This design comes from an exercise in tuning for small area on the open sky130 flow, not from production work. Function was checked by simulation only, so behaviour that the tests miss may differ from the original. Power figures rest on the tool's default switching activity, not on a simulated workload. The flow treats the clock pin as an ideal source, which a real chip does not have.

==> flow/design.v <==
module vacc (
	clk,
	ce,
	rst,
	acc_n,
	data_in,
	sync,
	trig,
	data_out,
	we,
	addr
);
	parameter integer VECTOR_WIDTH = 5;
	parameter integer INPUT_WIDTH = 36;
	parameter integer OUTPUT_WIDTH = 40;
	localparam integer N = 2 ** VECTOR_WIDTH;
	localparam integer W = OUTPUT_WIDTH;
	input wire clk;
	input wire ce;
	input wire rst;
	input wire [31:0] acc_n;
	input wire [INPUT_WIDTH - 1:0] data_in;
	input wire sync;
	input wire trig;
	output reg [OUTPUT_WIDTH - 1:0] data_out;
	output reg we;
	output reg [VECTOR_WIDTH - 1:0] addr;
	localparam [2:0] S_WAIT_SYNC = 3'd0;
	localparam [2:0] S_WAIT_TRIG = 3'd1;
	localparam [2:0] S_WAIT_START = 3'd2;
	localparam [2:0] S_ACC = 3'd3;
	localparam [2:0] S_DRAIN = 3'd4;
	reg [2:0] state;
	reg [VECTOR_WIDTH - 1:0] data_addr;
	reg stale_drain;
	reg [1:0] shifts;
	reg [31:0] accumulations;
	reg [INPUT_WIDTH - 1:0] last_data_in;
	wire in_acc = state == S_ACC;
	wire in_drain = state == S_DRAIN;
	wire start = data_addr == (N - 1);
	wire finish = addr == (N - 1);
	wire acc_done = accumulations == acc_n;
	always @(posedge clk)
		if (rst)
			data_addr <= 0;
		else if (ce && (state != S_WAIT_SYNC))
			data_addr <= data_addr + 1'b1;
	always @(posedge clk)
		if (rst)
			state <= S_WAIT_SYNC;
		else if (ce)
			case (state)
				S_WAIT_SYNC: if (sync) state <= S_WAIT_TRIG;
				S_WAIT_TRIG: if (trig) state <= S_WAIT_START;
				S_WAIT_START: if (start) state <= S_ACC;
				S_ACC: if (acc_done) state <= S_DRAIN;
				S_DRAIN: if (finish) state <= S_WAIT_TRIG;
				default: state <= state;
			endcase
	always @(posedge clk)
		if (rst) begin
			stale_drain <= 1'b0;
			shifts <= 2'd0;
		end
		else if (ce && in_drain && finish) begin
			stale_drain <= 1'b1;
			shifts <= 2'd0;
		end
		else if (ce && (in_acc || in_drain) && (shifts != 2'd3))
			shifts <= shifts + 1'b1;
	wire steady = shifts == 2'd3;
	wire in_place = shifts[1];
	reg [VECTOR_WIDTH - 1:0] out_addr;
	always @(*)
		if (steady)
			out_addr = data_addr - 2'd3;
		else if (stale_drain)
			out_addr = {3'd0, shifts} + 1'b1;
		else
			out_addr = 0;
	wire [32:0] acc_carry;
	assign acc_carry[0] = 1'b1;
	genvar gi;
	generate
		for (gi = 0; gi < 32; gi = gi + 1) begin : inc
			assign acc_carry[gi + 1] = acc_carry[gi] & accumulations[gi];
		end
	endgenerate
	always @(posedge clk)
		if (rst)
			accumulations <= 0;
		else if (ce && in_acc && in_place && (data_addr == 5'd1))
			accumulations <= accumulations ^ acc_carry[31:0];
		else if (ce && in_drain)
			accumulations <= 0;
	always @(posedge clk)
		last_data_in <= data_in;
	always @(posedge clk)
		if (rst || !(ce && in_drain))
			addr <= 0;
		else
			addr <= out_addr;
	always @(posedge clk)
		if (rst)
			we <= 0;
		else
			we <= ce && in_drain && !finish;
	reg acc_valid;
	always @(posedge clk)
		acc_valid <= !rst && ce && in_acc;
	reg [N * W - 1:0] ring;
	wire add_now = in_acc && !acc_done && acc_valid;
	wire [W - 1:0] addend = {{(W - INPUT_WIDTH) {1'b0}}, last_data_in};
	wire [W - 1:0] sum;
	vacc_add #(.W(W), .K(5)) adder (.a(ring[(N - 1) * W +: W]), .b(addend), .s(sum));
	reg post_reset;
	reg zero_29;
	reg zero_28;
	reg drained_28;
	reg zero_1;
	reg zero_0;
	always @(posedge clk)
		if (rst)
			post_reset <= 1'b1;
		else if (ce && in_acc)
			post_reset <= 1'b0;
	always @(posedge clk)
		if (ce) begin
			zero_29 <= in_acc && in_place && !acc_valid;
			zero_28 <= zero_29;
			drained_28 <= in_drain && steady;
			zero_1 <= in_acc && !in_place && stale_drain;
			zero_0 <= zero_1 || (in_drain && !steady && stale_drain);
		end
	wire clear_28 = post_reset || drained_28 || zero_28;
	always @(posedge clk)
		if (ce) begin
			ring[(N - 5) * W - 1:0] <= ring[(N - 4) * W - 1:W];
			ring[(N - 5) * W +: W] <= clear_28 ? {W {1'b0}} : ring[(N - 4) * W +: W];
			ring[(N - 2) * W - 1:(N - 4) * W] <= ring[(N - 1) * W - 1:(N - 3) * W];
			ring[(N - 2) * W +: W] <= add_now ? sum : ring[(N - 1) * W +: W];
			ring[(N - 1) * W +: W] <= zero_0 ? {W {1'b0}} : ring[0 +: W];
		end
	reg rd_sel;
	reg rd_zero;
	always @(posedge clk)
		if (ce) begin
			rd_sel <= !steady && stale_drain;
			rd_zero <= steady ? zero_29 : (!stale_drain || zero_1);
		end
	always @(*)
		if (ce && in_drain && we && !rd_zero)
			data_out = rd_sel ? ring[0 +: W] : ring[(N - 4) * W +: W];
		else
			data_out = 0;
endmodule
module vacc_add (
	a,
	b,
	s
);
	parameter integer W = 40;
	parameter integer K = 5;
	localparam integer NG = (W + K - 1) / K;
	input wire [W - 1:0] a;
	input wire [W - 1:0] b;
	output wire [W - 1:0] s;
	wire [W - 1:0] g = a & b;
	wire [W - 1:0] p = a ^ b;
	wire [W:0] c;
	wire [NG:0] gc;
	wire [NG - 1:0] gg;
	wire [NG - 1:0] gp;
	assign gc[0] = 1'b0;
	genvar j, i;
	generate
		for (j = 0; j < NG; j = j + 1) begin : grp
			localparam integer LO = j * K;
			localparam integer HI = ((LO + K) < W ? (LO + K) : W) - 1;
			wire [HI - LO + 1:0] gs;
			wire [HI - LO + 1:0] ps;
			assign gs[0] = 1'b0;
			assign ps[0] = 1'b1;
			for (i = LO; i <= HI; i = i + 1) begin : bt
				assign gs[i - LO + 1] = g[i] | (p[i] & gs[i - LO]);
				assign ps[i - LO + 1] = p[i] & ps[i - LO];
				if (i > LO) begin : rip
					assign c[i] = g[i - 1] | (p[i - 1] & c[i - 1]);
				end
			end
			assign gg[j] = gs[HI - LO + 1];
			assign gp[j] = ps[HI - LO + 1];
			assign c[LO] = gc[j];
			assign gc[j + 1] = gg[j] | (gp[j] & gc[j]);
		end
	endgenerate
	assign c[W] = gc[NG];
	assign s = p ^ c[W - 1:0];
endmodule
Settings: LEC_CHECK=0, CAP_MARGIN=20, CORE_MARGIN=2, CORE_UTILIZATION=60, SLEW_MARGIN=20; clock period 8.0 ns.
standard.sh (not shown) runs the stock make flow with config.mk's settings and CLKGATE_MAP_FILE= SYNTH_SCRIPT=/design/flow/synth_recipe.tcl, a recipe that flattens the netlist after the stock synthesis.
==> flow/flow/run.sh <==
#!/bin/bash
# Layout flow: the standard layout (standard.sh), with two changes made
# through the ORFS variables the standard scripts read:
#  - the input and output ports get a sky130_fd_sc_hd__buf_1 buffer each
#    (the standard flow picks a larger delay buffer);
#  - clock tree synthesis uses clkbuf_16 buffers on sink clusters of up to 30
#    flip-flops within 100 um, and inserts no dummy loads.
# The whole make output goes to flow_make.log in this folder; ORFS keeps each
# step's own log under orfs/logs/.
set -euo pipefail
export BUFFER_PORTS_ARGS="-buffer_cell sky130_fd_sc_hd__buf_1"
export CTS_ARGS="-sink_clustering_enable -repair_clock_nets -sink_clustering_size 30 -sink_clustering_max_diameter 100 -buf_list sky130_fd_sc_hd__clkbuf_16 -dont_use_dummy_load"
bash standard.sh > flow_make.log 2>&1
Change:
--- a/flow/config.mk
+++ b/flow/config.mk
@@ -10 +10,4 @@
-export CORE_UTILIZATION = 60
+export CORE_UTILIZATION = 40
+export CTS_BUF_LIST = sky130_fd_sc_hd__clkbuf_16
+export CTS_CLUSTER_DIAMETER = 100
+export CTS_CLUSTER_SIZE = 30
Result: Power is higher by 0.76%. Synthesized area is unchanged. Core utilization goes down by 21 points. Design area goes up by 1.4%. Wire length rose by 7.4%. Clock skew went down by 0.0076 ns. Non-clock buffer count fell by 5.
Change:
--- a/flow/config.mk
+++ b/flow/config.mk
@@ -8 +8 @@
-export CAP_MARGIN = 20
+export CAP_MARGIN = 0
@@ -11,4 +11 @@
-export CTS_BUF_LIST = sky130_fd_sc_hd__clkbuf_16
-export CTS_CLUSTER_DIAMETER = 100
-export CTS_CLUSTER_SIZE = 30
-export SLEW_MARGIN = 20
+export SLEW_MARGIN = 0
Result: Count of clock-buffer cells in the layout is unchanged. Via count hardly moves. Setup slack got worse by 0.014 ns. Wire length is about the same. Non-clock buffer count went down by 1. Register-to-register slack barely changes. Clock power barely changes. Cell count hardly moves.

==> what the ideal ports hide <==
Ports are ideal in the flow. The routed layouts listed here were re-timed in OpenROAD.
Step 1 (the two cells are an assumption about what drives the block):
set clk [get_ports {clk}]
set_driving_cell -lib_cell sky130_fd_sc_hd__clkbuf_16 $clk
set_driving_cell -lib_cell sky130_fd_sc_hd__buf_2 [delete_from_list [all_inputs] $clk]
Step 2 times the ports against the registers' clock, not the clock port: input delays grow and output delays shrink by t, the midpoint of the rising clock arrivals with the driver on.
a / b / c = no drivers / after step 1 / after step 2; a / b = the first two.
| run | t (ns) | setup slack, ns | slew at the worst register clock pin (ns) | worst slew at a driven data input, ns |
|---|---|---|---|---|
| the first run | 0.679 | 1.769 / 1.770 / 1.770 | 0.12 / 0.12 | 0.07 |
| the second run | 0.689 | 1.298 / 1.298 / 1.298 | 0.12 / 0.12 | 0.05 |
| the third run | 0.688 | 1.283 / 1.283 / 1.283 | 0.12 / 0.12 | 0.05 |
After both steps setup and hold are still met in every run listed.
